This is an optimization exercise on Yosys and OpenROAD, whose aim is small area, a short achievable clock period and few clock cycles per item, not a production implementation.
No functional check of the RTL was part of this run.
No activity file was given, so power comes from the tool's default toggle rates.

[flow/config.mk]
export PLATFORM = sky130hd
export DESIGN_NAME = fpmultiplier
export DESIGN_NICKNAME = fpmultiplier
export VERILOG_FILES = /design/flow/design.v
export SDC_FILE = /design/flow/constraint.sdc
export NUM_CORES = 4
export LEC_CHECK = 0
export ABC_CLOCK_PERIOD_IN_PS = 4500
export CAP_MARGIN = 20
export CORE_MARGIN = 2
export CORE_UTILIZATION = 40
export PLACE_DENSITY = 0.6
export SETUP_SLACK_MARGIN = 5
export SLEW_MARGIN = 20
[flow/constraint.sdc]
create_clock -name core_clock -period 9.0 [get_ports {clock}]
set_input_delay 1.8000 -clock core_clock [delete_from_list [all_inputs] [get_ports {clock}]]
set_output_delay 1.8000 -clock core_clock [all_outputs]
set_load 0.01 [all_outputs]
[flow/design.v]
module fpmultiplier (output logic [31:0] product, output logic ready,
		input logic [31:0] a, input logic clock, nreset);
logic q0, q1;
always_ff @(posedge clock, negedge nreset)
  if (~nreset) begin q0 <= 1'b0; q1 <= 1'b0; end
  else begin q0 <= ~(q0 & q1); q1 <= q0; end
assign ready = q1 & ~q0;
logic [31:0] ra;
always_ff @(posedge clock) ra <= a;
logic [23:0] mb;
logic [24:0] ma;
assign mb = {1'b1, a[22:0]};
assign ma = {1'b1, ra[22:0], 1'b0};
logic [11:0] bone, btwo, bneg;
logic [24:0] pp0,pp1,pp2,pp3,pp4,pp5,pp6,pp7,pp8,pp9,pp10,pp11;
logic [24:0] mbx, mb2x;
assign mbx = {1'b0, mb};
assign mb2x = {mb, 1'b0};
assign bone[0] = ma[1] ^ ma[0];
assign btwo[0] = (ma[2] & ~ma[1] & ~ma[0]) | (~ma[2] & ma[1] & ma[0]);
assign bneg[0] = ma[2];
assign pp0 = (({25{bone[0]}} & mbx) | ({25{btwo[0]}} & mb2x)) ^ {25{bneg[0]}};
assign bone[1] = ma[3] ^ ma[2];
assign btwo[1] = (ma[4] & ~ma[3] & ~ma[2]) | (~ma[4] & ma[3] & ma[2]);
assign bneg[1] = ma[4];
assign pp1 = (({25{bone[1]}} & mbx) | ({25{btwo[1]}} & mb2x)) ^ {25{bneg[1]}};
assign bone[2] = ma[5] ^ ma[4];
assign btwo[2] = (ma[6] & ~ma[5] & ~ma[4]) | (~ma[6] & ma[5] & ma[4]);
assign bneg[2] = ma[6];
assign pp2 = (({25{bone[2]}} & mbx) | ({25{btwo[2]}} & mb2x)) ^ {25{bneg[2]}};
assign bone[3] = ma[7] ^ ma[6];
assign btwo[3] = (ma[8] & ~ma[7] & ~ma[6]) | (~ma[8] & ma[7] & ma[6]);
assign bneg[3] = ma[8];
assign pp3 = (({25{bone[3]}} & mbx) | ({25{btwo[3]}} & mb2x)) ^ {25{bneg[3]}};
assign bone[4] = ma[9] ^ ma[8];
assign btwo[4] = (ma[10] & ~ma[9] & ~ma[8]) | (~ma[10] & ma[9] & ma[8]);
assign bneg[4] = ma[10];
assign pp4 = (({25{bone[4]}} & mbx) | ({25{btwo[4]}} & mb2x)) ^ {25{bneg[4]}};
assign bone[5] = ma[11] ^ ma[10];
assign btwo[5] = (ma[12] & ~ma[11] & ~ma[10]) | (~ma[12] & ma[11] & ma[10]);
assign bneg[5] = ma[12];
assign pp5 = (({25{bone[5]}} & mbx) | ({25{btwo[5]}} & mb2x)) ^ {25{bneg[5]}};
assign bone[6] = ma[13] ^ ma[12];
assign btwo[6] = (ma[14] & ~ma[13] & ~ma[12]) | (~ma[14] & ma[13] & ma[12]);
assign bneg[6] = ma[14];
assign pp6 = (({25{bone[6]}} & mbx) | ({25{btwo[6]}} & mb2x)) ^ {25{bneg[6]}};
assign bone[7] = ma[15] ^ ma[14];
assign btwo[7] = (ma[16] & ~ma[15] & ~ma[14]) | (~ma[16] & ma[15] & ma[14]);
assign bneg[7] = ma[16];
assign pp7 = (({25{bone[7]}} & mbx) | ({25{btwo[7]}} & mb2x)) ^ {25{bneg[7]}};
assign bone[8] = ma[17] ^ ma[16];
assign btwo[8] = (ma[18] & ~ma[17] & ~ma[16]) | (~ma[18] & ma[17] & ma[16]);
assign bneg[8] = ma[18];
assign pp8 = (({25{bone[8]}} & mbx) | ({25{btwo[8]}} & mb2x)) ^ {25{bneg[8]}};
assign bone[9] = ma[19] ^ ma[18];
assign btwo[9] = (ma[20] & ~ma[19] & ~ma[18]) | (~ma[20] & ma[19] & ma[18]);
assign bneg[9] = ma[20];
assign pp9 = (({25{bone[9]}} & mbx) | ({25{btwo[9]}} & mb2x)) ^ {25{bneg[9]}};
assign bone[10] = ma[21] ^ ma[20];
assign btwo[10] = (ma[22] & ~ma[21] & ~ma[20]) | (~ma[22] & ma[21] & ma[20]);
assign bneg[10] = ma[22];
assign pp10 = (({25{bone[10]}} & mbx) | ({25{btwo[10]}} & mb2x)) ^ {25{bneg[10]}};
assign bone[11] = ma[23] ^ ma[22];
assign btwo[11] = (ma[24] & ~ma[23] & ~ma[22]) | (~ma[24] & ma[23] & ma[22]);
assign bneg[11] = ma[24];
assign pp11 = (({25{bone[11]}} & mbx) | ({25{btwo[11]}} & mb2x)) ^ {25{bneg[11]}};
logic s1, c2, s3, c4, s5, c6, s7, c8, s9, c10, s11, c12, s13, c14, s15, c16, s17, c18, s19, c20, s21, c22, s23, c24, s25, c26, s27, c28, s29, c30, s31, c32, s33, c34, s35, c36, s37, c38, s39, c40, s41, c42, s43, c44, s45, c46, s47, c48, s49, c50, s51, c52, s53, c54, s55, c56, s57, c58, s59, c60, s61, c62, s63, c64, s65, c66, s67, c68, s69, c70, s71, c72, s73, c74, s75, c76, s77, c78, s79, c80, s81, c82, s83, c84, s85, c86, s87, c88, s89, c90, s91, c92, s93, c94, s95, c96, s97, c98, s99, c100, s101, c102, s103, c104, s105, c106, s107, c108, s109, c110, s111, c112, s113, c114, s115, c116, s117, c118, s119, c120, s121, c122, s123, c124, s125, c126, s127, c128, s129, c130, s131, c132, s133, c134, s135, c136, s137, c138, s139, c140, s141, c142, s143, c144, s145, c146, s147, c148, s149, c150, s151, c152, s153, c154, s155, c156, s157, c158, s159, c160, s161, c162, s163, c164, s165, c166, s167, c168, s169, c170, s171, c172, s173, c174, s175, c176, s177, c178, s179, c180, s181, c182, s183, c184, s185, c186, s187, c188, s189, c190, s191, c192, s193, c194, s195, c196, s197, c198, s199, c200, s201, c202, s203, c204, s205, c206, s207, c208, s209, c210, s211, c212, s213, c214, s215, c216, s217, c218, s219, c220, s221, c222, s223, c224, s225, c226, s227, c228, s229, c230, s231, c232, s233, c234, s235, c236, s237, c238, s239, c240, s241, c242, s243, c244, s245, c246, s247, c248, s249, c250, s251, c252, s253, c254, s255, c256, s257, c258, s259, c260, s261, c262, s263, c264, s265, c266, s267, c268, s269, c270, s271, c272, s273, c274, s275, c276, s277, c278, s279, c280, s281, c282, s283, c284, s285, c286, s287, c288, s289, c290, s291, c292, s293, c294, s295, c296, s297, c298, s299, c300, s301, c302, s303, c304, s305, c306, s307, c308, s309, c310, s311, c312, s313, c314, s315, c316, s317, c318, s319, c320, s321, c322, s323, c324, s325, c326, s327, c328, s329, c330, s331, c332, s333, c334, s335, c336, s337, c338, s339, c340, s341, c342, s343, c344, s345, c346, s347, c348, s349, c350, s351, c352, s353, c354, s355, c356, s357, c358, s359, c360, s361, c362, s363, c364, s365, c366, s367, c368, s369, c370, s371, c372, s373, c374, s375, c376, s377, c378, s379, c380, s381, c382, s383, c384, s385, c386, s387, c388, s389, c390, s391, c392, s393, c394, s395, c396, s397, c398, s399, c400, s401, c402, s403, c404, s405, c406, s407, c408, s409, c410, s411, c412, s413, c414, s415, c416, s417, c418, s419, c420, s421, c422, s423, c424, s425, c426, s427, c428, s429, c430, s431, c432, s433, c434, s435, c436, s437, c438, s439, c440, s441, c442, s443, c444, s445, c446, s447, c448, s449, c450, s451, c452, s453, c454, s455, c456, s457, c458, s459, c460, s461, c462, s463, c464, s465, c466, s467, c468, s469, c470, s471, c472, s473, c474, s475, c476, s477, c478, s479, c480, s481, c482, s483, c484, s485, c486, s487, c488, s489, c490, s491, c492, s493, c494, s495, c496, s497, c498, s499, c500, s501, c502, s503, c504, s505, c506, s507, c508, s509, c510, s511, c512, s513, c514, s515, c516, s517, c518, s519, c520, s521, c522, s523, c524, s525, c526, s527, c528, s529, c530, s531, c532, s533, c534, s535, c536, s537, c538, s539, c540, s541, c542, s543, c544, s545, c546, s547, c548, s549, c550, s551, c552, s553, c554, s555, c556, s557, c558, s559, c560, s561, c562, s563, c564, s565, c566, s567, c568, s569, c570, s571, c572, s573, c574, s575, c576, s577, c578, s579, c580, s581, c582, s583, c584, s585, c586, s587, c588, s589, c590, s591, c592;
assign s1 = pp0[16] ^ pp1[14];
assign c2 = pp0[16] & pp1[14];
assign s3 = pp0[17] ^ pp1[15];
assign c4 = pp0[17] & pp1[15];
assign s5 = pp0[18] ^ pp1[16] ^ pp2[14];
assign c6 = (pp0[18] & pp1[16]) | (pp0[18] & pp2[14]) | (pp1[16] & pp2[14]);
assign s7 = pp3[12] ^ pp4[10];
assign c8 = pp3[12] & pp4[10];
assign s9 = pp0[19] ^ pp1[17] ^ pp2[15];
assign c10 = (pp0[19] & pp1[17]) | (pp0[19] & pp2[15]) | (pp1[17] & pp2[15]);
assign s11 = pp3[13] ^ pp4[11];
assign c12 = pp3[13] & pp4[11];
assign s13 = pp0[20] ^ pp1[18] ^ pp2[16];
assign c14 = (pp0[20] & pp1[18]) | (pp0[20] & pp2[16]) | (pp1[18] & pp2[16]);
assign s15 = pp3[14] ^ pp4[12] ^ pp5[10];
assign c16 = (pp3[14] & pp4[12]) | (pp3[14] & pp5[10]) | (pp4[12] & pp5[10]);
assign s17 = pp6[8] ^ pp7[6];
assign c18 = pp6[8] & pp7[6];
assign s19 = pp0[21] ^ pp1[19] ^ pp2[17];
assign c20 = (pp0[21] & pp1[19]) | (pp0[21] & pp2[17]) | (pp1[19] & pp2[17]);
assign s21 = pp3[15] ^ pp4[13] ^ pp5[11];
assign c22 = (pp3[15] & pp4[13]) | (pp3[15] & pp5[11]) | (pp4[13] & pp5[11]);
assign s23 = pp6[9] ^ pp7[7];
assign c24 = pp6[9] & pp7[7];
assign s25 = pp0[22] ^ pp1[20] ^ pp2[18];
assign c26 = (pp0[22] & pp1[20]) | (pp0[22] & pp2[18]) | (pp1[20] & pp2[18]);
assign s27 = pp3[16] ^ pp4[14] ^ pp5[12];
assign c28 = (pp3[16] & pp4[14]) | (pp3[16] & pp5[12]) | (pp4[14] & pp5[12]);
assign s29 = pp6[10] ^ pp7[8] ^ pp8[6];
assign c30 = (pp6[10] & pp7[8]) | (pp6[10] & pp8[6]) | (pp7[8] & pp8[6]);
assign s31 = pp9[4] ^ pp10[2];
assign c32 = pp9[4] & pp10[2];
assign s33 = pp0[23] ^ pp1[21] ^ pp2[19];
assign c34 = (pp0[23] & pp1[21]) | (pp0[23] & pp2[19]) | (pp1[21] & pp2[19]);
assign s35 = pp3[17] ^ pp4[15] ^ pp5[13];
assign c36 = (pp3[17] & pp4[15]) | (pp3[17] & pp5[13]) | (pp4[15] & pp5[13]);
assign s37 = pp6[11] ^ pp7[9] ^ pp8[7];
assign c38 = (pp6[11] & pp7[9]) | (pp6[11] & pp8[7]) | (pp7[9] & pp8[7]);
assign s39 = pp9[5] ^ pp10[3];
assign c40 = pp9[5] & pp10[3];
assign s41 = pp0[24] ^ pp1[22] ^ pp2[20];
assign c42 = (pp0[24] & pp1[22]) | (pp0[24] & pp2[20]) | (pp1[22] & pp2[20]);
assign s43 = pp3[18] ^ pp4[16] ^ pp5[14];
assign c44 = (pp3[18] & pp4[16]) | (pp3[18] & pp5[14]) | (pp4[16] & pp5[14]);
assign s45 = pp6[12] ^ pp7[10] ^ pp8[8];
assign c46 = (pp6[12] & pp7[10]) | (pp6[12] & pp8[8]) | (pp7[10] & pp8[8]);
assign s47 = pp9[6] ^ pp10[4] ^ pp11[2];
assign c48 = (pp9[6] & pp10[4]) | (pp9[6] & pp11[2]) | (pp10[4] & pp11[2]);
assign s49 = bneg[0] ^ pp1[23] ^ pp2[21];
assign c50 = (bneg[0] & pp1[23]) | (bneg[0] & pp2[21]) | (pp1[23] & pp2[21]);
assign s51 = pp3[19] ^ pp4[17] ^ pp5[15];
assign c52 = (pp3[19] & pp4[17]) | (pp3[19] & pp5[15]) | (pp4[17] & pp5[15]);
assign s53 = pp6[13] ^ pp7[11] ^ pp8[9];
assign c54 = (pp6[13] & pp7[11]) | (pp6[13] & pp8[9]) | (pp7[11] & pp8[9]);
assign s55 = pp9[7] ^ pp10[5] ^ pp11[3];
assign c56 = (pp9[7] & pp10[5]) | (pp9[7] & pp11[3]) | (pp10[5] & pp11[3]);
assign s57 = bneg[0] ^ pp1[24] ^ pp2[22];
assign c58 = (bneg[0] & pp1[24]) | (bneg[0] & pp2[22]) | (pp1[24] & pp2[22]);
assign s59 = pp3[20] ^ pp4[18] ^ pp5[16];
assign c60 = (pp3[20] & pp4[18]) | (pp3[20] & pp5[16]) | (pp4[18] & pp5[16]);
assign s61 = pp6[14] ^ pp7[12] ^ pp8[10];
assign c62 = (pp6[14] & pp7[12]) | (pp6[14] & pp8[10]) | (pp7[12] & pp8[10]);
assign s63 = pp9[8] ^ pp10[6] ^ pp11[4];
assign c64 = (pp9[8] & pp10[6]) | (pp9[8] & pp11[4]) | (pp10[6] & pp11[4]);
assign s65 = ~bneg[0] ^ ~bneg[1] ^ pp2[23];
assign c66 = (~bneg[0] & ~bneg[1]) | (~bneg[0] & pp2[23]) | (~bneg[1] & pp2[23]);
assign s67 = pp3[21] ^ pp4[19] ^ pp5[17];
assign c68 = (pp3[21] & pp4[19]) | (pp3[21] & pp5[17]) | (pp4[19] & pp5[17]);
assign s69 = pp6[15] ^ pp7[13] ^ pp8[11];
assign c70 = (pp6[15] & pp7[13]) | (pp6[15] & pp8[11]) | (pp7[13] & pp8[11]);
assign s71 = pp9[9] ^ pp10[7] ^ pp11[5];
assign c72 = (pp9[9] & pp10[7]) | (pp9[9] & pp11[5]) | (pp10[7] & pp11[5]);
assign s73 = 1'b1 ^ pp2[24] ^ pp3[22];
assign c74 = (1'b1 & pp2[24]) | (1'b1 & pp3[22]) | (pp2[24] & pp3[22]);
assign s75 = pp4[20] ^ pp5[18] ^ pp6[16];
assign c76 = (pp4[20] & pp5[18]) | (pp4[20] & pp6[16]) | (pp5[18] & pp6[16]);
assign s77 = pp7[14] ^ pp8[12] ^ pp9[10];
assign c78 = (pp7[14] & pp8[12]) | (pp7[14] & pp9[10]) | (pp8[12] & pp9[10]);
assign s79 = pp10[8] ^ pp11[6];
assign c80 = pp10[8] & pp11[6];
assign s81 = ~bneg[2] ^ pp3[23] ^ pp4[21];
assign c82 = (~bneg[2] & pp3[23]) | (~bneg[2] & pp4[21]) | (pp3[23] & pp4[21]);
assign s83 = pp5[19] ^ pp6[17] ^ pp7[15];
assign c84 = (pp5[19] & pp6[17]) | (pp5[19] & pp7[15]) | (pp6[17] & pp7[15]);
assign s85 = pp8[13] ^ pp9[11] ^ pp10[9];
assign c86 = (pp8[13] & pp9[11]) | (pp8[13] & pp10[9]) | (pp9[11] & pp10[9]);
assign s87 = 1'b1 ^ pp3[24] ^ pp4[22];
assign c88 = (1'b1 & pp3[24]) | (1'b1 & pp4[22]) | (pp3[24] & pp4[22]);
assign s89 = pp5[20] ^ pp6[18] ^ pp7[16];
assign c90 = (pp5[20] & pp6[18]) | (pp5[20] & pp7[16]) | (pp6[18] & pp7[16]);
assign s91 = pp8[14] ^ pp9[12];
assign c92 = pp8[14] & pp9[12];
assign s93 = ~bneg[3] ^ pp4[23] ^ pp5[21];
assign c94 = (~bneg[3] & pp4[23]) | (~bneg[3] & pp5[21]) | (pp4[23] & pp5[21]);
assign s95 = pp6[19] ^ pp7[17] ^ pp8[15];
assign c96 = (pp6[19] & pp7[17]) | (pp6[19] & pp8[15]) | (pp7[17] & pp8[15]);
assign s97 = 1'b1 ^ pp4[24] ^ pp5[22];
assign c98 = (1'b1 & pp4[24]) | (1'b1 & pp5[22]) | (pp4[24] & pp5[22]);
assign s99 = pp6[20] ^ pp7[18];
assign c100 = pp6[20] & pp7[18];
assign s101 = ~bneg[4] ^ pp5[23] ^ pp6[21];
assign c102 = (~bneg[4] & pp5[23]) | (~bneg[4] & pp6[21]) | (pp5[23] & pp6[21]);
assign s103 = 1'b1 ^ pp5[24];
assign c104 = 1'b1 & pp5[24];
assign s105 = pp0[10] ^ pp1[8];
assign c106 = pp0[10] & pp1[8];
assign s107 = pp0[11] ^ pp1[9];
assign c108 = pp0[11] & pp1[9];
assign s109 = pp0[12] ^ pp1[10] ^ pp2[8];
assign c110 = (pp0[12] & pp1[10]) | (pp0[12] & pp2[8]) | (pp1[10] & pp2[8]);
assign s111 = pp3[6] ^ pp4[4];
assign c112 = pp3[6] & pp4[4];
assign s113 = pp0[13] ^ pp1[11] ^ pp2[9];
assign c114 = (pp0[13] & pp1[11]) | (pp0[13] & pp2[9]) | (pp1[11] & pp2[9]);
assign s115 = pp3[7] ^ pp4[5];
assign c116 = pp3[7] & pp4[5];
assign s117 = pp0[14] ^ pp1[12] ^ pp2[10];
assign c118 = (pp0[14] & pp1[12]) | (pp0[14] & pp2[10]) | (pp1[12] & pp2[10]);
assign s119 = pp3[8] ^ pp4[6] ^ pp5[4];
assign c120 = (pp3[8] & pp4[6]) | (pp3[8] & pp5[4]) | (pp4[6] & pp5[4]);
assign s121 = pp6[2] ^ pp7[0];
assign c122 = pp6[2] & pp7[0];
assign s123 = pp0[15] ^ pp1[13] ^ pp2[11];
assign c124 = (pp0[15] & pp1[13]) | (pp0[15] & pp2[11]) | (pp1[13] & pp2[11]);
assign s125 = pp3[9] ^ pp4[7] ^ pp5[5];
assign c126 = (pp3[9] & pp4[7]) | (pp3[9] & pp5[5]) | (pp4[7] & pp5[5]);
assign s127 = pp6[3] ^ pp7[1];
assign c128 = pp6[3] & pp7[1];
assign s129 = s1 ^ pp2[12] ^ pp3[10];
assign c130 = (s1 & pp2[12]) | (s1 & pp3[10]) | (pp2[12] & pp3[10]);
assign s131 = pp4[8] ^ pp5[6] ^ pp6[4];
assign c132 = (pp4[8] & pp5[6]) | (pp4[8] & pp6[4]) | (pp5[6] & pp6[4]);
assign s133 = pp7[2] ^ pp8[0] ^ bneg[8];
assign c134 = (pp7[2] & pp8[0]) | (pp7[2] & bneg[8]) | (pp8[0] & bneg[8]);
assign s135 = s3 ^ pp2[13] ^ pp3[11];
assign c136 = (s3 & pp2[13]) | (s3 & pp3[11]) | (pp2[13] & pp3[11]);
assign s137 = pp4[9] ^ pp5[7] ^ pp6[5];
assign c138 = (pp4[9] & pp5[7]) | (pp4[9] & pp6[5]) | (pp5[7] & pp6[5]);
assign s139 = pp7[3] ^ pp8[1] ^ c2;
assign c140 = (pp7[3] & pp8[1]) | (pp7[3] & c2) | (pp8[1] & c2);
assign s141 = s5 ^ s7 ^ pp5[8];
assign c142 = (s5 & s7) | (s5 & pp5[8]) | (s7 & pp5[8]);
assign s143 = pp6[6] ^ pp7[4] ^ pp8[2];
assign c144 = (pp6[6] & pp7[4]) | (pp6[6] & pp8[2]) | (pp7[4] & pp8[2]);
assign s145 = pp9[0] ^ bneg[9] ^ c4;
assign c146 = (pp9[0] & bneg[9]) | (pp9[0] & c4) | (bneg[9] & c4);
assign s147 = s9 ^ s11 ^ pp5[9];
assign c148 = (s9 & s11) | (s9 & pp5[9]) | (s11 & pp5[9]);
assign s149 = pp6[7] ^ pp7[5] ^ pp8[3];
assign c150 = (pp6[7] & pp7[5]) | (pp6[7] & pp8[3]) | (pp7[5] & pp8[3]);
assign s151 = pp9[1] ^ c6 ^ c8;
assign c152 = (pp9[1] & c6) | (pp9[1] & c8) | (c6 & c8);
assign s153 = s13 ^ s15 ^ s17;
assign c154 = (s13 & s15) | (s13 & s17) | (s15 & s17);
assign s155 = pp8[4] ^ pp9[2] ^ pp10[0];
assign c156 = (pp8[4] & pp9[2]) | (pp8[4] & pp10[0]) | (pp9[2] & pp10[0]);
assign s157 = bneg[10] ^ c10 ^ c12;
assign c158 = (bneg[10] & c10) | (bneg[10] & c12) | (c10 & c12);
assign s159 = s19 ^ s21 ^ s23;
assign c160 = (s19 & s21) | (s19 & s23) | (s21 & s23);
assign s161 = pp8[5] ^ pp9[3] ^ pp10[1];
assign c162 = (pp8[5] & pp9[3]) | (pp8[5] & pp10[1]) | (pp9[3] & pp10[1]);
assign s163 = c14 ^ c16 ^ c18;
assign c164 = (c14 & c16) | (c14 & c18) | (c16 & c18);
assign s165 = s25 ^ s27 ^ s29;
assign c166 = (s25 & s27) | (s25 & s29) | (s27 & s29);
assign s167 = s31 ^ pp11[0] ^ bneg[11];
assign c168 = (s31 & pp11[0]) | (s31 & bneg[11]) | (pp11[0] & bneg[11]);
assign s169 = c20 ^ c22 ^ c24;
assign c170 = (c20 & c22) | (c20 & c24) | (c22 & c24);
assign s171 = s33 ^ s35 ^ s37;
assign c172 = (s33 & s35) | (s33 & s37) | (s35 & s37);
assign s173 = s39 ^ pp11[1] ^ c26;
assign c174 = (s39 & pp11[1]) | (s39 & c26) | (pp11[1] & c26);
assign s175 = c28 ^ c30 ^ c32;
assign c176 = (c28 & c30) | (c28 & c32) | (c30 & c32);
assign s177 = s41 ^ s43 ^ s45;
assign c178 = (s41 & s43) | (s41 & s45) | (s43 & s45);
assign s179 = s47 ^ mb[0] ^ c34;
assign c180 = (s47 & mb[0]) | (s47 & c34) | (mb[0] & c34);
assign s181 = c36 ^ c38 ^ c40;
assign c182 = (c36 & c38) | (c36 & c40) | (c38 & c40);
assign s183 = s49 ^ s51 ^ s53;
assign c184 = (s49 & s51) | (s49 & s53) | (s51 & s53);
assign s185 = s55 ^ mb[1] ^ c42;
assign c186 = (s55 & mb[1]) | (s55 & c42) | (mb[1] & c42);
assign s187 = c44 ^ c46 ^ c48;
assign c188 = (c44 & c46) | (c44 & c48) | (c46 & c48);
assign s189 = s57 ^ s59 ^ s61;
assign c190 = (s57 & s59) | (s57 & s61) | (s59 & s61);
assign s191 = s63 ^ mb[2] ^ c50;
assign c192 = (s63 & mb[2]) | (s63 & c50) | (mb[2] & c50);
assign s193 = c52 ^ c54 ^ c56;
assign c194 = (c52 & c54) | (c52 & c56) | (c54 & c56);
assign s195 = s65 ^ s67 ^ s69;
assign c196 = (s65 & s67) | (s65 & s69) | (s67 & s69);
assign s197 = s71 ^ mb[3] ^ c58;
assign c198 = (s71 & mb[3]) | (s71 & c58) | (mb[3] & c58);
assign s199 = c60 ^ c62 ^ c64;
assign c200 = (c60 & c62) | (c60 & c64) | (c62 & c64);
assign s201 = s73 ^ s75 ^ s77;
assign c202 = (s73 & s75) | (s73 & s77) | (s75 & s77);
assign s203 = s79 ^ mb[4] ^ c66;
assign c204 = (s79 & mb[4]) | (s79 & c66) | (mb[4] & c66);
assign s205 = c68 ^ c70 ^ c72;
assign c206 = (c68 & c70) | (c68 & c72) | (c70 & c72);
assign s207 = s81 ^ s83 ^ s85;
assign c208 = (s81 & s83) | (s81 & s85) | (s83 & s85);
assign s209 = pp11[7] ^ mb[5] ^ c74;
assign c210 = (pp11[7] & mb[5]) | (pp11[7] & c74) | (mb[5] & c74);
assign s211 = c76 ^ c78 ^ c80;
assign c212 = (c76 & c78) | (c76 & c80) | (c78 & c80);
assign s213 = s87 ^ s89 ^ s91;
assign c214 = (s87 & s89) | (s87 & s91) | (s89 & s91);
assign s215 = pp10[10] ^ pp11[8] ^ mb[6];
assign c216 = (pp10[10] & pp11[8]) | (pp10[10] & mb[6]) | (pp11[8] & mb[6]);
assign s217 = c82 ^ c84 ^ c86;
assign c218 = (c82 & c84) | (c82 & c86) | (c84 & c86);
assign s219 = s93 ^ s95 ^ pp9[13];
assign c220 = (s93 & s95) | (s93 & pp9[13]) | (s95 & pp9[13]);
assign s221 = pp10[11] ^ pp11[9] ^ mb[7];
assign c222 = (pp10[11] & pp11[9]) | (pp10[11] & mb[7]) | (pp11[9] & mb[7]);
assign s223 = c88 ^ c90 ^ c92;
assign c224 = (c88 & c90) | (c88 & c92) | (c90 & c92);
assign s225 = s97 ^ s99 ^ pp8[16];
assign c226 = (s97 & s99) | (s97 & pp8[16]) | (s99 & pp8[16]);
assign s227 = pp9[14] ^ pp10[12] ^ pp11[10];
assign c228 = (pp9[14] & pp10[12]) | (pp9[14] & pp11[10]) | (pp10[12] & pp11[10]);
assign s229 = mb[8] ^ c94 ^ c96;
assign c230 = (mb[8] & c94) | (mb[8] & c96) | (c94 & c96);
assign s231 = s101 ^ pp7[19] ^ pp8[17];
assign c232 = (s101 & pp7[19]) | (s101 & pp8[17]) | (pp7[19] & pp8[17]);
assign s233 = pp9[15] ^ pp10[13] ^ pp11[11];
assign c234 = (pp9[15] & pp10[13]) | (pp9[15] & pp11[11]) | (pp10[13] & pp11[11]);
assign s235 = mb[9] ^ c98 ^ c100;
assign c236 = (mb[9] & c98) | (mb[9] & c100) | (c98 & c100);
assign s237 = s103 ^ pp6[22] ^ pp7[20];
assign c238 = (s103 & pp6[22]) | (s103 & pp7[20]) | (pp6[22] & pp7[20]);
assign s239 = pp8[18] ^ pp9[16] ^ pp10[14];
assign c240 = (pp8[18] & pp9[16]) | (pp8[18] & pp10[14]) | (pp9[16] & pp10[14]);
assign s241 = pp11[12] ^ mb[10] ^ c102;
assign c242 = (pp11[12] & mb[10]) | (pp11[12] & c102) | (mb[10] & c102);
assign s243 = ~bneg[5] ^ pp6[23] ^ pp7[21];
assign c244 = (~bneg[5] & pp6[23]) | (~bneg[5] & pp7[21]) | (pp6[23] & pp7[21]);
assign s245 = pp8[19] ^ pp9[17] ^ pp10[15];
assign c246 = (pp8[19] & pp9[17]) | (pp8[19] & pp10[15]) | (pp9[17] & pp10[15]);
assign s247 = pp11[13] ^ mb[11] ^ c104;
assign c248 = (pp11[13] & mb[11]) | (pp11[13] & c104) | (mb[11] & c104);
assign s249 = 1'b1 ^ pp6[24] ^ pp7[22];
assign c250 = (1'b1 & pp6[24]) | (1'b1 & pp7[22]) | (pp6[24] & pp7[22]);
assign s251 = pp8[20] ^ pp9[18] ^ pp10[16];
assign c252 = (pp8[20] & pp9[18]) | (pp8[20] & pp10[16]) | (pp9[18] & pp10[16]);
assign s253 = pp11[14] ^ mb[12];
assign c254 = pp11[14] & mb[12];
assign s255 = ~bneg[6] ^ pp7[23] ^ pp8[21];
assign c256 = (~bneg[6] & pp7[23]) | (~bneg[6] & pp8[21]) | (pp7[23] & pp8[21]);
assign s257 = pp9[19] ^ pp10[17] ^ pp11[15];
assign c258 = (pp9[19] & pp10[17]) | (pp9[19] & pp11[15]) | (pp10[17] & pp11[15]);
assign s259 = 1'b1 ^ pp7[24] ^ pp8[22];
assign c260 = (1'b1 & pp7[24]) | (1'b1 & pp8[22]) | (pp7[24] & pp8[22]);
assign s261 = pp9[20] ^ pp10[18];
assign c262 = pp9[20] & pp10[18];
assign s263 = ~bneg[7] ^ pp8[23] ^ pp9[21];
assign c264 = (~bneg[7] & pp8[23]) | (~bneg[7] & pp9[21]) | (pp8[23] & pp9[21]);
assign s265 = 1'b1 ^ pp8[24];
assign c266 = 1'b1 & pp8[24];
assign s267 = pp0[6] ^ pp1[4];
assign c268 = pp0[6] & pp1[4];
assign s269 = pp0[7] ^ pp1[5];
assign c270 = pp0[7] & pp1[5];
assign s271 = pp0[8] ^ pp1[6] ^ pp2[4];
assign c272 = (pp0[8] & pp1[6]) | (pp0[8] & pp2[4]) | (pp1[6] & pp2[4]);
assign s273 = pp3[2] ^ pp4[0];
assign c274 = pp3[2] & pp4[0];
assign s275 = pp0[9] ^ pp1[7] ^ pp2[5];
assign c276 = (pp0[9] & pp1[7]) | (pp0[9] & pp2[5]) | (pp1[7] & pp2[5]);
assign s277 = pp3[3] ^ pp4[1];
assign c278 = pp3[3] & pp4[1];
assign s279 = s105 ^ pp2[6] ^ pp3[4];
assign c280 = (s105 & pp2[6]) | (s105 & pp3[4]) | (pp2[6] & pp3[4]);
assign s281 = pp4[2] ^ pp5[0] ^ bneg[5];
assign c282 = (pp4[2] & pp5[0]) | (pp4[2] & bneg[5]) | (pp5[0] & bneg[5]);
assign s283 = s107 ^ pp2[7] ^ pp3[5];
assign c284 = (s107 & pp2[7]) | (s107 & pp3[5]) | (pp2[7] & pp3[5]);
assign s285 = pp4[3] ^ pp5[1] ^ c106;
assign c286 = (pp4[3] & pp5[1]) | (pp4[3] & c106) | (pp5[1] & c106);
assign s287 = s109 ^ s111 ^ pp5[2];
assign c288 = (s109 & s111) | (s109 & pp5[2]) | (s111 & pp5[2]);
assign s289 = pp6[0] ^ bneg[6] ^ c108;
assign c290 = (pp6[0] & bneg[6]) | (pp6[0] & c108) | (bneg[6] & c108);
assign s291 = s113 ^ s115 ^ pp5[3];
assign c292 = (s113 & s115) | (s113 & pp5[3]) | (s115 & pp5[3]);
assign s293 = pp6[1] ^ c110 ^ c112;
assign c294 = (pp6[1] & c110) | (pp6[1] & c112) | (c110 & c112);
assign s295 = s117 ^ s119 ^ s121;
assign c296 = (s117 & s119) | (s117 & s121) | (s119 & s121);
assign s297 = bneg[7] ^ c114 ^ c116;
assign c298 = (bneg[7] & c114) | (bneg[7] & c116) | (c114 & c116);
assign s299 = s123 ^ s125 ^ s127;
assign c300 = (s123 & s125) | (s123 & s127) | (s125 & s127);
assign s301 = c118 ^ c120 ^ c122;
assign c302 = (c118 & c120) | (c118 & c122) | (c120 & c122);
assign s303 = s129 ^ s131 ^ s133;
assign c304 = (s129 & s131) | (s129 & s133) | (s131 & s133);
assign s305 = c124 ^ c126 ^ c128;
assign c306 = (c124 & c126) | (c124 & c128) | (c126 & c128);
assign s307 = s135 ^ s137 ^ s139;
assign c308 = (s135 & s137) | (s135 & s139) | (s137 & s139);
assign s309 = c130 ^ c132 ^ c134;
assign c310 = (c130 & c132) | (c130 & c134) | (c132 & c134);
assign s311 = s141 ^ s143 ^ s145;
assign c312 = (s141 & s143) | (s141 & s145) | (s143 & s145);
assign s313 = c136 ^ c138 ^ c140;
assign c314 = (c136 & c138) | (c136 & c140) | (c138 & c140);
assign s315 = s147 ^ s149 ^ s151;
assign c316 = (s147 & s149) | (s147 & s151) | (s149 & s151);
assign s317 = c142 ^ c144 ^ c146;
assign c318 = (c142 & c144) | (c142 & c146) | (c144 & c146);
assign s319 = s153 ^ s155 ^ s157;
assign c320 = (s153 & s155) | (s153 & s157) | (s155 & s157);
assign s321 = c148 ^ c150 ^ c152;
assign c322 = (c148 & c150) | (c148 & c152) | (c150 & c152);
assign s323 = s159 ^ s161 ^ s163;
assign c324 = (s159 & s161) | (s159 & s163) | (s161 & s163);
assign s325 = c154 ^ c156 ^ c158;
assign c326 = (c154 & c156) | (c154 & c158) | (c156 & c158);
assign s327 = s165 ^ s167 ^ s169;
assign c328 = (s165 & s167) | (s165 & s169) | (s167 & s169);
assign s329 = c160 ^ c162 ^ c164;
assign c330 = (c160 & c162) | (c160 & c164) | (c162 & c164);
assign s331 = s171 ^ s173 ^ s175;
assign c332 = (s171 & s173) | (s171 & s175) | (s173 & s175);
assign s333 = c166 ^ c168 ^ c170;
assign c334 = (c166 & c168) | (c166 & c170) | (c168 & c170);
assign s335 = s177 ^ s179 ^ s181;
assign c336 = (s177 & s179) | (s177 & s181) | (s179 & s181);
assign s337 = c172 ^ c174 ^ c176;
assign c338 = (c172 & c174) | (c172 & c176) | (c174 & c176);
assign s339 = s183 ^ s185 ^ s187;
assign c340 = (s183 & s185) | (s183 & s187) | (s185 & s187);
assign s341 = c178 ^ c180 ^ c182;
assign c342 = (c178 & c180) | (c178 & c182) | (c180 & c182);
assign s343 = s189 ^ s191 ^ s193;
assign c344 = (s189 & s191) | (s189 & s193) | (s191 & s193);
assign s345 = c184 ^ c186 ^ c188;
assign c346 = (c184 & c186) | (c184 & c188) | (c186 & c188);
assign s347 = s195 ^ s197 ^ s199;
assign c348 = (s195 & s197) | (s195 & s199) | (s197 & s199);
assign s349 = c190 ^ c192 ^ c194;
assign c350 = (c190 & c192) | (c190 & c194) | (c192 & c194);
assign s351 = s201 ^ s203 ^ s205;
assign c352 = (s201 & s203) | (s201 & s205) | (s203 & s205);
assign s353 = c196 ^ c198 ^ c200;
assign c354 = (c196 & c198) | (c196 & c200) | (c198 & c200);
assign s355 = s207 ^ s209 ^ s211;
assign c356 = (s207 & s209) | (s207 & s211) | (s209 & s211);
assign s357 = c202 ^ c204 ^ c206;
assign c358 = (c202 & c204) | (c202 & c206) | (c204 & c206);
assign s359 = s213 ^ s215 ^ s217;
assign c360 = (s213 & s215) | (s213 & s217) | (s215 & s217);
assign s361 = c208 ^ c210 ^ c212;
assign c362 = (c208 & c210) | (c208 & c212) | (c210 & c212);
assign s363 = s219 ^ s221 ^ s223;
assign c364 = (s219 & s221) | (s219 & s223) | (s221 & s223);
assign s365 = c214 ^ c216 ^ c218;
assign c366 = (c214 & c216) | (c214 & c218) | (c216 & c218);
assign s367 = s225 ^ s227 ^ s229;
assign c368 = (s225 & s227) | (s225 & s229) | (s227 & s229);
assign s369 = c220 ^ c222 ^ c224;
assign c370 = (c220 & c222) | (c220 & c224) | (c222 & c224);
assign s371 = s231 ^ s233 ^ s235;
assign c372 = (s231 & s233) | (s231 & s235) | (s233 & s235);
assign s373 = c226 ^ c228 ^ c230;
assign c374 = (c226 & c228) | (c226 & c230) | (c228 & c230);
assign s375 = s237 ^ s239 ^ s241;
assign c376 = (s237 & s239) | (s237 & s241) | (s239 & s241);
assign s377 = c232 ^ c234 ^ c236;
assign c378 = (c232 & c234) | (c232 & c236) | (c234 & c236);
assign s379 = s243 ^ s245 ^ s247;
assign c380 = (s243 & s245) | (s243 & s247) | (s245 & s247);
assign s381 = c238 ^ c240 ^ c242;
assign c382 = (c238 & c240) | (c238 & c242) | (c240 & c242);
assign s383 = s249 ^ s251 ^ s253;
assign c384 = (s249 & s251) | (s249 & s253) | (s251 & s253);
assign s385 = c244 ^ c246 ^ c248;
assign c386 = (c244 & c246) | (c244 & c248) | (c246 & c248);
assign s387 = s255 ^ s257 ^ mb[13];
assign c388 = (s255 & s257) | (s255 & mb[13]) | (s257 & mb[13]);
assign s389 = c250 ^ c252 ^ c254;
assign c390 = (c250 & c252) | (c250 & c254) | (c252 & c254);
assign s391 = s259 ^ s261 ^ pp11[16];
assign c392 = (s259 & s261) | (s259 & pp11[16]) | (s261 & pp11[16]);
assign s393 = mb[14] ^ c256 ^ c258;
assign c394 = (mb[14] & c256) | (mb[14] & c258) | (c256 & c258);
assign s395 = s263 ^ pp10[19] ^ pp11[17];
assign c396 = (s263 & pp10[19]) | (s263 & pp11[17]) | (pp10[19] & pp11[17]);
assign s397 = mb[15] ^ c260 ^ c262;
assign c398 = (mb[15] & c260) | (mb[15] & c262) | (c260 & c262);
assign s399 = s265 ^ pp9[22] ^ pp10[20];
assign c400 = (s265 & pp9[22]) | (s265 & pp10[20]) | (pp9[22] & pp10[20]);
assign s401 = pp11[18] ^ mb[16] ^ c264;
assign c402 = (pp11[18] & mb[16]) | (pp11[18] & c264) | (mb[16] & c264);
assign s403 = ~bneg[8] ^ pp9[23] ^ pp10[21];
assign c404 = (~bneg[8] & pp9[23]) | (~bneg[8] & pp10[21]) | (pp9[23] & pp10[21]);
assign s405 = pp11[19] ^ mb[17] ^ c266;
assign c406 = (pp11[19] & mb[17]) | (pp11[19] & c266) | (mb[17] & c266);
assign s407 = 1'b1 ^ pp9[24] ^ pp10[22];
assign c408 = (1'b1 & pp9[24]) | (1'b1 & pp10[22]) | (pp9[24] & pp10[22]);
assign s409 = pp11[20] ^ mb[18];
assign c410 = pp11[20] & mb[18];
assign s411 = ~bneg[9] ^ pp10[23] ^ pp11[21];
assign c412 = (~bneg[9] & pp10[23]) | (~bneg[9] & pp11[21]) | (pp10[23] & pp11[21]);
assign s413 = 1'b1 ^ pp10[24];
assign c414 = 1'b1 & pp10[24];
assign s415 = pp0[4] ^ pp1[2];
assign c416 = pp0[4] & pp1[2];
assign s417 = pp0[5] ^ pp1[3];
assign c418 = pp0[5] & pp1[3];
assign s419 = s267 ^ pp2[2] ^ pp3[0];
assign c420 = (s267 & pp2[2]) | (s267 & pp3[0]) | (pp2[2] & pp3[0]);
assign s421 = s269 ^ pp2[3] ^ pp3[1];
assign c422 = (s269 & pp2[3]) | (s269 & pp3[1]) | (pp2[3] & pp3[1]);
assign s423 = s271 ^ s273 ^ bneg[4];
assign c424 = (s271 & s273) | (s271 & bneg[4]) | (s273 & bneg[4]);
assign s425 = s275 ^ s277 ^ c272;
assign c426 = (s275 & s277) | (s275 & c272) | (s277 & c272);
assign s427 = s279 ^ s281 ^ c276;
assign c428 = (s279 & s281) | (s279 & c276) | (s281 & c276);
assign s429 = s283 ^ s285 ^ c280;
assign c430 = (s283 & s285) | (s283 & c280) | (s285 & c280);
assign s431 = s287 ^ s289 ^ c284;
assign c432 = (s287 & s289) | (s287 & c284) | (s289 & c284);
assign s433 = s291 ^ s293 ^ c288;
assign c434 = (s291 & s293) | (s291 & c288) | (s293 & c288);
assign s435 = s295 ^ s297 ^ c292;
assign c436 = (s295 & s297) | (s295 & c292) | (s297 & c292);
assign s437 = s299 ^ s301 ^ c296;
assign c438 = (s299 & s301) | (s299 & c296) | (s301 & c296);
assign s439 = s303 ^ s305 ^ c300;
assign c440 = (s303 & s305) | (s303 & c300) | (s305 & c300);
assign s441 = s307 ^ s309 ^ c304;
assign c442 = (s307 & s309) | (s307 & c304) | (s309 & c304);
assign s443 = s311 ^ s313 ^ c308;
assign c444 = (s311 & s313) | (s311 & c308) | (s313 & c308);
assign s445 = s315 ^ s317 ^ c312;
assign c446 = (s315 & s317) | (s315 & c312) | (s317 & c312);
assign s447 = s319 ^ s321 ^ c316;
assign c448 = (s319 & s321) | (s319 & c316) | (s321 & c316);
assign s449 = s323 ^ s325 ^ c320;
assign c450 = (s323 & s325) | (s323 & c320) | (s325 & c320);
assign s451 = s327 ^ s329 ^ c324;
assign c452 = (s327 & s329) | (s327 & c324) | (s329 & c324);
assign s453 = s331 ^ s333 ^ c328;
assign c454 = (s331 & s333) | (s331 & c328) | (s333 & c328);
assign s455 = s335 ^ s337 ^ c332;
assign c456 = (s335 & s337) | (s335 & c332) | (s337 & c332);
assign s457 = s339 ^ s341 ^ c336;
assign c458 = (s339 & s341) | (s339 & c336) | (s341 & c336);
assign s459 = s343 ^ s345 ^ c340;
assign c460 = (s343 & s345) | (s343 & c340) | (s345 & c340);
assign s461 = s347 ^ s349 ^ c344;
assign c462 = (s347 & s349) | (s347 & c344) | (s349 & c344);
assign s463 = s351 ^ s353 ^ c348;
assign c464 = (s351 & s353) | (s351 & c348) | (s353 & c348);
assign s465 = s355 ^ s357 ^ c352;
assign c466 = (s355 & s357) | (s355 & c352) | (s357 & c352);
assign s467 = s359 ^ s361 ^ c356;
assign c468 = (s359 & s361) | (s359 & c356) | (s361 & c356);
assign s469 = s363 ^ s365 ^ c360;
assign c470 = (s363 & s365) | (s363 & c360) | (s365 & c360);
assign s471 = s367 ^ s369 ^ c364;
assign c472 = (s367 & s369) | (s367 & c364) | (s369 & c364);
assign s473 = s371 ^ s373 ^ c368;
assign c474 = (s371 & s373) | (s371 & c368) | (s373 & c368);
assign s475 = s375 ^ s377 ^ c372;
assign c476 = (s375 & s377) | (s375 & c372) | (s377 & c372);
assign s477 = s379 ^ s381 ^ c376;
assign c478 = (s379 & s381) | (s379 & c376) | (s381 & c376);
assign s479 = s383 ^ s385 ^ c380;
assign c480 = (s383 & s385) | (s383 & c380) | (s385 & c380);
assign s481 = s387 ^ s389 ^ c384;
assign c482 = (s387 & s389) | (s387 & c384) | (s389 & c384);
assign s483 = s391 ^ s393 ^ c388;
assign c484 = (s391 & s393) | (s391 & c388) | (s393 & c388);
assign s485 = s395 ^ s397 ^ c392;
assign c486 = (s395 & s397) | (s395 & c392) | (s397 & c392);
assign s487 = s399 ^ s401 ^ c396;
assign c488 = (s399 & s401) | (s399 & c396) | (s401 & c396);
assign s489 = s403 ^ s405 ^ c400;
assign c490 = (s403 & s405) | (s403 & c400) | (s405 & c400);
assign s491 = s407 ^ s409 ^ c404;
assign c492 = (s407 & s409) | (s407 & c404) | (s409 & c404);
assign s493 = s411 ^ mb[19] ^ c408;
assign c494 = (s411 & mb[19]) | (s411 & c408) | (mb[19] & c408);
assign s495 = s413 ^ pp11[22] ^ mb[20];
assign c496 = (s413 & pp11[22]) | (s413 & mb[20]) | (pp11[22] & mb[20]);
assign s497 = ~bneg[10] ^ pp11[23] ^ mb[21];
assign c498 = (~bneg[10] & pp11[23]) | (~bneg[10] & mb[21]) | (pp11[23] & mb[21]);
assign s499 = 1'b1 ^ pp11[24];
assign c500 = 1'b1 & pp11[24];
assign s501 = pp0[2] ^ pp1[0];
assign c502 = pp0[2] & pp1[0];
assign s503 = pp0[3] ^ pp1[1];
assign c504 = pp0[3] & pp1[1];
assign s505 = s415 ^ pp2[0] ^ bneg[2];
assign c506 = (s415 & pp2[0]) | (s415 & bneg[2]) | (pp2[0] & bneg[2]);
assign s507 = s417 ^ pp2[1] ^ c416;
assign c508 = (s417 & pp2[1]) | (s417 & c416) | (pp2[1] & c416);
assign s509 = s419 ^ bneg[3] ^ c418;
assign c510 = (s419 & bneg[3]) | (s419 & c418) | (bneg[3] & c418);
assign s511 = s421 ^ c268 ^ c420;
assign c512 = (s421 & c268) | (s421 & c420) | (c268 & c420);
assign s513 = s423 ^ c270 ^ c422;
assign c514 = (s423 & c270) | (s423 & c422) | (c270 & c422);
assign s515 = s425 ^ c274 ^ c424;
assign c516 = (s425 & c274) | (s425 & c424) | (c274 & c424);
assign s517 = s427 ^ c278 ^ c426;
assign c518 = (s427 & c278) | (s427 & c426) | (c278 & c426);
assign s519 = s429 ^ c282 ^ c428;
assign c520 = (s429 & c282) | (s429 & c428) | (c282 & c428);
assign s521 = s431 ^ c286 ^ c430;
assign c522 = (s431 & c286) | (s431 & c430) | (c286 & c430);
assign s523 = s433 ^ c290 ^ c432;
assign c524 = (s433 & c290) | (s433 & c432) | (c290 & c432);
assign s525 = s435 ^ c294 ^ c434;
assign c526 = (s435 & c294) | (s435 & c434) | (c294 & c434);
assign s527 = s437 ^ c298 ^ c436;
assign c528 = (s437 & c298) | (s437 & c436) | (c298 & c436);
assign s529 = s439 ^ c302 ^ c438;
assign c530 = (s439 & c302) | (s439 & c438) | (c302 & c438);
assign s531 = s441 ^ c306 ^ c440;
assign c532 = (s441 & c306) | (s441 & c440) | (c306 & c440);
assign s533 = s443 ^ c310 ^ c442;
assign c534 = (s443 & c310) | (s443 & c442) | (c310 & c442);
assign s535 = s445 ^ c314 ^ c444;
assign c536 = (s445 & c314) | (s445 & c444) | (c314 & c444);
assign s537 = s447 ^ c318 ^ c446;
assign c538 = (s447 & c318) | (s447 & c446) | (c318 & c446);
assign s539 = s449 ^ c322 ^ c448;
assign c540 = (s449 & c322) | (s449 & c448) | (c322 & c448);
assign s541 = s451 ^ c326 ^ c450;
assign c542 = (s451 & c326) | (s451 & c450) | (c326 & c450);
assign s543 = s453 ^ c330 ^ c452;
assign c544 = (s453 & c330) | (s453 & c452) | (c330 & c452);
assign s545 = s455 ^ c334 ^ c454;
assign c546 = (s455 & c334) | (s455 & c454) | (c334 & c454);
assign s547 = s457 ^ c338 ^ c456;
assign c548 = (s457 & c338) | (s457 & c456) | (c338 & c456);
assign s549 = s459 ^ c342 ^ c458;
assign c550 = (s459 & c342) | (s459 & c458) | (c342 & c458);
assign s551 = s461 ^ c346 ^ c460;
assign c552 = (s461 & c346) | (s461 & c460) | (c346 & c460);
assign s553 = s463 ^ c350 ^ c462;
assign c554 = (s463 & c350) | (s463 & c462) | (c350 & c462);
assign s555 = s465 ^ c354 ^ c464;
assign c556 = (s465 & c354) | (s465 & c464) | (c354 & c464);
assign s557 = s467 ^ c358 ^ c466;
assign c558 = (s467 & c358) | (s467 & c466) | (c358 & c466);
assign s559 = s469 ^ c362 ^ c468;
assign c560 = (s469 & c362) | (s469 & c468) | (c362 & c468);
assign s561 = s471 ^ c366 ^ c470;
assign c562 = (s471 & c366) | (s471 & c470) | (c366 & c470);
assign s563 = s473 ^ c370 ^ c472;
assign c564 = (s473 & c370) | (s473 & c472) | (c370 & c472);
assign s565 = s475 ^ c374 ^ c474;
assign c566 = (s475 & c374) | (s475 & c474) | (c374 & c474);
assign s567 = s477 ^ c378 ^ c476;
assign c568 = (s477 & c378) | (s477 & c476) | (c378 & c476);
assign s569 = s479 ^ c382 ^ c478;
assign c570 = (s479 & c382) | (s479 & c478) | (c382 & c478);
assign s571 = s481 ^ c386 ^ c480;
assign c572 = (s481 & c386) | (s481 & c480) | (c386 & c480);
assign s573 = s483 ^ c390 ^ c482;
assign c574 = (s483 & c390) | (s483 & c482) | (c390 & c482);
assign s575 = s485 ^ c394 ^ c484;
assign c576 = (s485 & c394) | (s485 & c484) | (c394 & c484);
assign s577 = s487 ^ c398 ^ c486;
assign c578 = (s487 & c398) | (s487 & c486) | (c398 & c486);
assign s579 = s489 ^ c402 ^ c488;
assign c580 = (s489 & c402) | (s489 & c488) | (c402 & c488);
assign s581 = s491 ^ c406 ^ c490;
assign c582 = (s491 & c406) | (s491 & c490) | (c406 & c490);
assign s583 = s493 ^ c410 ^ c492;
assign c584 = (s493 & c410) | (s493 & c492) | (c410 & c492);
assign s585 = s495 ^ c412 ^ c494;
assign c586 = (s495 & c412) | (s495 & c494) | (c412 & c494);
assign s587 = s497 ^ c414 ^ c496;
assign c588 = (s497 & c414) | (s497 & c496) | (c414 & c496);
assign s589 = s499 ^ mb[22] ^ c498;
assign c590 = (s499 & mb[22]) | (s499 & c498) | (mb[22] & c498);
assign s591 = ~bneg[11] ^ mb[23] ^ c500;
assign c592 = (~bneg[11] & mb[23]) | (~bneg[11] & c500) | (mb[23] & c500);
logic [47:0] row0;
assign row0 = {s591, s589, s587, s585, s583, s581, s579, s577, s575, s573, s571, s569, s567, s565, s563, s561, s559, s557, s555, s553, s551, s549, s547, s545, s543, s541, s539, s537, s535, s533, s531, s529, s527, s525, s523, s521, s519, s517, s515, s513, s511, s509, s507, s505, s503, s501, pp0[1], pp0[0]};
logic [47:0] row1;
assign row1 = {c590, c588, c586, c584, c582, c580, c578, c576, c574, c572, c570, c568, c566, c564, c562, c560, c558, c556, c554, c552, c550, c548, c546, c544, c542, c540, c538, c536, c534, c532, c530, c528, c526, c524, c522, c520, c518, c516, c514, c512, c510, c508, c506, c504, c502, bneg[1], 1'b0, bneg[0]};
logic [7:0] ea, eb;
logic za, zb, fa, fb, nana, nanb, infa, infb;
assign ea = ra[30:23];
assign eb = a[30:23];
assign za = (ea == 8'd0);
assign zb = (eb == 8'd0);
assign fa = (ea == 8'hff);
assign fb = (eb == 8'hff);
assign nana = fa & (ra[22:0] != 23'd0);
assign nanb = fb & (a[22:0] != 23'd0);
assign infa = fa & (ra[22:0] == 23'd0);
assign infb = fb & (a[22:0] == 23'd0);
logic sp_nan, sp_inf, sp_zero, special;
assign sp_nan = nana | nanb | ((infa | infb) & (za | zb));
assign sp_inf = (infa | infb) & ~sp_nan;
assign sp_zero = (za | zb) & ~fa & ~fb;
assign special = fa | fb | za | zb;
logic [9:0] e0;
assign e0 = {2'b00, ea} + {2'b00, eb} - 10'd127;
logic ov0, un0, ov1, un1;
assign ov0 = ($signed(e0) >= 255);
assign un0 = ($signed(e0) <= 0);
assign ov1 = ($signed(e0) >= 254);
assign un1 = ($signed(e0) <= -1);
logic [47:0] r_row0;
logic [47:0] r_row1;
logic [7:0] r_e;
logic r_sign, r_nan, r_i0, r_i1, r_z0, r_z1;
always_ff @(posedge clock) begin
  r_row0 <= row0;
  r_row1 <= row1;
  r_e <= e0[7:0];
  r_sign <= ra[31] ^ a[31];
  r_nan <= sp_nan;
  r_i0 <= sp_nan | sp_inf | (~special & ov0);
  r_i1 <= sp_nan | sp_inf | (~special & ov1);
  r_z0 <= sp_zero | (~special & un0);
  r_z1 <= sp_zero | (~special & un1);
end
logic [47:0] p;
assign p = r_row0 + r_row1;
logic hi, zr, ir;
assign hi = p[47];
assign zr = hi ? r_z1 : r_z0;
assign ir = hi ? r_i1 : r_i0;
logic [7:0] e1;
assign e1 = r_e + 8'd1;
logic [7:0] pe;
logic [22:0] pf;
assign pe = zr ? 8'd0 : ir ? 8'hff : (hi ? e1 : r_e);
assign pf = (zr | ir) ? {22'd0, r_nan} : (hi ? p[46:24] : p[45:23]);
assign product = {r_sign, pe, pf};
endmodule
[flow/run.sh]
#!/bin/bash
# synth_recipe.tcl (not shown) runs the flow's synth.tcl, then flattens the netlist and writes it again
# the make line also repeats each setting of config.mk as NAME=value (left out here)
make -C /OpenROAD-flow-scripts/flow DESIGN_CONFIG=/design/flow/config.mk WORK_HOME=/design/flow/orfs CLKGATE_MAP_FILE= SYNTH_SCRIPT=/design/flow/synth_recipe.tcl finish
==> run_results.csv <==
group,metric,value,unit
global_route,met2_usage,48.7,%
flow_run,cap_violations,0,
global_route,antenna_found_initial,8,
place,dp_hpwl,55900,um
final_layout,fin_area,0.0285,sq mm
route,drcViolationCount,0,
logic_synthesis,synth_cell_types,72,
global_route,grt_usage,33.1,%
worst_hold_path,hold_path_class,"register to register",
logic_synthesis,syn_area,0.0216,sq mm
worst_setup_path,worstReg2RegEnd,"r_row0[22]",
logic_synthesis,yosys_warnings,1,
timing,drv_slew,0,
global_route,grt_pass1_wl,140000,um
worst_hold_path,hold-path-cell-count,0,
place,io_buffers,66,
timing,layout_setup_ws,3410,ps
clock_tree,path_clk_slew,60,ps
timing,worstMarginPinSlew,1060,ps
logic_synthesis,synth_edf_count,0,
floorplan,die_h,237,um
worst_hold_path,worstHoldStart,"q0",
global_route,grt_pass1_vias,22200,
timing,min_period,5590,ps
worst_setup_path,cp.required,7200,ps
route,dr_total_vias,23700,
logic_synthesis,synth-seq-cells,143,
route,drtAntennaViolNets,0,
worst_setup_path,r2r-start,"ra[13]",
route,wl_per_cell,26.6,um
worst_setup_path,ff2ff_path_depth,11,
global_route,use_met1,40.8,%
worst_setup_path,worst_setup_path_end_kind,"primary output",
floorplan,coreArea,0.0536,sq mm
logic_synthesis,syn_inst,2852,
global_route,grt.met3_usage,12.4,%
logic_synthesis,synth_top_flop_cell,"dfxtp_1",
logic_synthesis,synth_top_area_cell,"fa_1",
timing,fmax,0.179,GHz
route,via_per_inst,6.55,
logic_synthesis,synth_area_leaders,"fa_1 23%, dfxtp_1 13%, a21oi_1 7.2%, o21ai_0 6.1%, ha_1 5.7%",
clock_tree,cts_hold_buf,0,
logic_synthesis,ys_seq_area_share,13.3,%
power_and_ir_drop,p_leak,0.0114,uW
timing,tns,0,ps
power_and_ir_drop,vdd_ir_drop_max,0.160,mV
floorplan,die-area,0.0560,sq mm
final_layout,layout-drive-gt1-share,29.2,%
floorplan,rows,85,
floorplan,initial_utilization,40.4,%
route,routed_wirelength,96100,um
final_layout,fin_nets,3282,
worst_setup_path,worstPathMaxFanout,12,
timing,rsz0062_at_grt,"yes",
route,drtIter0Drc,3537,
final_layout,syn_to_final_growth,31.6,%
place,placed_cell_area,0.0230,sq mm
global_route,grt_max_degree,79,
clock_tree,cts_tree,"built",
timing,hold_violations,0,
clock_tree,cts_buffer_depth,2,
run_status,outcome,"timing/DRC/antenna clean",
worst_setup_path,rrSetupSlack,4010,ps
timing,finalSetupViolCount,0,
worst_setup_path,crit_path_start_kind,"register",
clock_tree,cts.sinks,143,
logic_synthesis,async_reset_ff_share,1.40,%
clock_tree,cts_buffers,17,
floorplan,die-width,237,um
route,dr.pass1.iters,9,
floorplan,ios,67,
global_route,busiest_layer,"met2",
timing,slew_headroom,29.6,%
worst_hold_path,min_to,"q1",
worst_setup_path,crit_type,"register to primary output",
timing,fin_crit_sh,62.1,%
logic_synthesis,synth_top_area_share,23.2,%
power_and_ir_drop,power_density,293,mW/mm^2
clock_tree,clkLatencyLatePin,500,ps
timing,clock_skew,22.5,ps
place,gp_congestion,0.921,
logic_synthesis,syn_avg_cell_area,7.59,sq um
clock_tree,cts_root_buf,"clkbuf_16",
place,pre_cts_ws,2360,ps
logic_synthesis,syn_nets,3235,
worst_setup_path,cp.arrival,3790,ps
clock_tree,htree_num_levels,4,
global_route,overflow,0,
[worst max-delay path by stage]
stage               start     endpoint  slack [ps]  cells after the start
2_1_floorplan       a[17]   r_row0[31]        3950                     11
3_3_place_gp        a[16]   r_row0[22]        2410                     13
3_5_place_dp        a[16]   r_row0[22]        2360                     13
4_1_cts        r_row1[28]   product[7]        3400                     15
5_1_grt        r_row0[32]  product[24]        3260                     14
6_report       r_row1[30]   product[5]        3410                     15
[registers in the layout, summed over array words and instances (netlist names)]
name    flops
q1          1
r_row0     48
ra         32
r_sign      1
q0          1
r_i1        1
r_i0        1
r_z0        1
r_row1     47
r_z1        1
r_nan       1
r_e         8
[cells in the mapped netlist, types with 69 or more instances]
library cell,number
ha_1,98
nand2_1,223
o22ai_1,69
a21oi_1,310
inv_1,276
a221oi_1,73
dfxtp_1,141
o21ai_0,262
clkbuf_1,246
a22oi_1,97
nor2_1,246
fa_1,251
[logic make-up (layout without fill, tap and decap cells)]
logic type | count (synthesis) | count (layout) | synth area share, %
compound gates | 1027 | 1027 | 29.6
simple gates | 621 | 621 | 12.4
buf+inv | 584 | 644 | 10.2
fa+ha+maj | 394 | 394 | 31.0
flops | 143 | 143 | 13.3
xor+xnor | 76 | 76 | 3.15
mux | 7 | 7 | 0.359
other cells | 0 | 8 | 0
[repair_timing]
| action | 4_1_cts | 5_1_grt |
|---|---|---|
| resized for setup | 681 | 207 |
| endpoints found under the hold margin | 0 | 0 |
| pin swaps | 164 | 133 |
| buffers inserted | 127 | 39 |
| gates cloned | 33 | 4 |
| setup endpoints to repair | 112 | 103 |
[layout make-up]
cell class,count,area [sq um]
clock buffer,20,447
timing repair inverter,1,7.51
clock inverter,12,124
antenna,8,20.0
inverter,279,1120
timing repair buffer,332,4330
sequential,143,2900
tap,696,871
fill,4760,25100
multi-input combinational,2125,18700
[cell usage in the layout, fill, tap and decap left out, types with 15 or more instances in the layout]
cell type	Yosys	routed
a211oi_1	54	30
buf_6	0	78
buf_4	2	117
o31ai_1	33	29
inv_1	276	232
a21oi_4	0	16
o21ai_0	262	186
dfxtp_1	141	126
clkbuf_16	0	21
o21ai_2	0	27
buf_8	0	20
fa_2	0	89
a21oi_2	0	66
fa_1	251	162
nand2_1	223	214
nand3_1	19	18
nor2b_1	32	30
a22o_1	24	24
o22ai_2	0	25
inv_2	1	36
maj3_1	45	33
buf_12	0	42
buf_2	5	21
o21ai_1	0	48
a22oi_1	97	87
ha_1	98	83
nor2_4	0	15
a221oi_1	73	28
bufbuf_16	0	15
nor2_2	2	21
a21oi_1	310	228
o22ai_1	69	44
a211oi_2	1	19
buf_16	0	22
xnor2_1	34	34
a221oi_2	1	41
nor2_1	246	212
xor2_1	40	40
[per-stage QoR]
step                hold slack (ps)  std cells  utilization, %  total power [uW]
detailed placement              390       3373            42.9              6620
finish                          404       3616            53.1              8350
CTS                             406       3565            51.0              7950
global route                    425       3608            53.1              9010
global placement                386       3373            42.9              6440
floorplan                       329       2852               -              4790
[metal layers]
metal	wire, um	part of all wire (%)	vias up
li1	-	-	10000
met1	35000	36	11300
met2	40200	42	1854
met3	13400	14	518
met4	7340	7.6	10
met5	133	0.14	-
[worst max-delay path, cell delays in order, from the launching register on]
cell,delay [ps]
dfxtp_1,380
ha_2,350
nand3_2,160
nor2_2,90
a221oi_4,320
o221ai_2,170
a221oi_2,330
o31ai_4,130
buf_12,160
xor2_4,150
buf_12,170
nor3_4,240
nor2_2,80
buf_12,170
a211oi_2,200
buf_2,180
[power breakdown]
part | total (uW) | switching, uW | leakage [uW] | internal [uW]
clock network | 726 | 334 | 0.000267 | 393
registers | 1080 | 146 | 0.00121 | 929
logic | 6550 | 3660 | 0.00993 | 2890

static timing again, ports no longer ideal:
In the flow no input, the clock included, has a driving cell. The finished layout below was timed again as built, in two steps.
Step 1, drivers: a clkbuf_16 drives clock and a buf_2 each remaining input, both assumed.
Step 2 times the ports against the registers' clock, not the clock port: input delays grow and output delays shrink by t, the midpoint of the rising clock arrivals with the driver on.
Three values: no drivers, after step 1, after step 2; two values: the first two.
shift t [ns]: 0.553
slack for setup (ns): 3.409 / 3.343 / 3.401
latest minus earliest clock arrival (ns): 0.022 / 0.022
worst data-port slew with drivers (ns): 0.24
After both steps this run still meets setup and hold. The setup slack of this run moves by -0.066 ns with the drivers and by -0.008 ns with both steps.
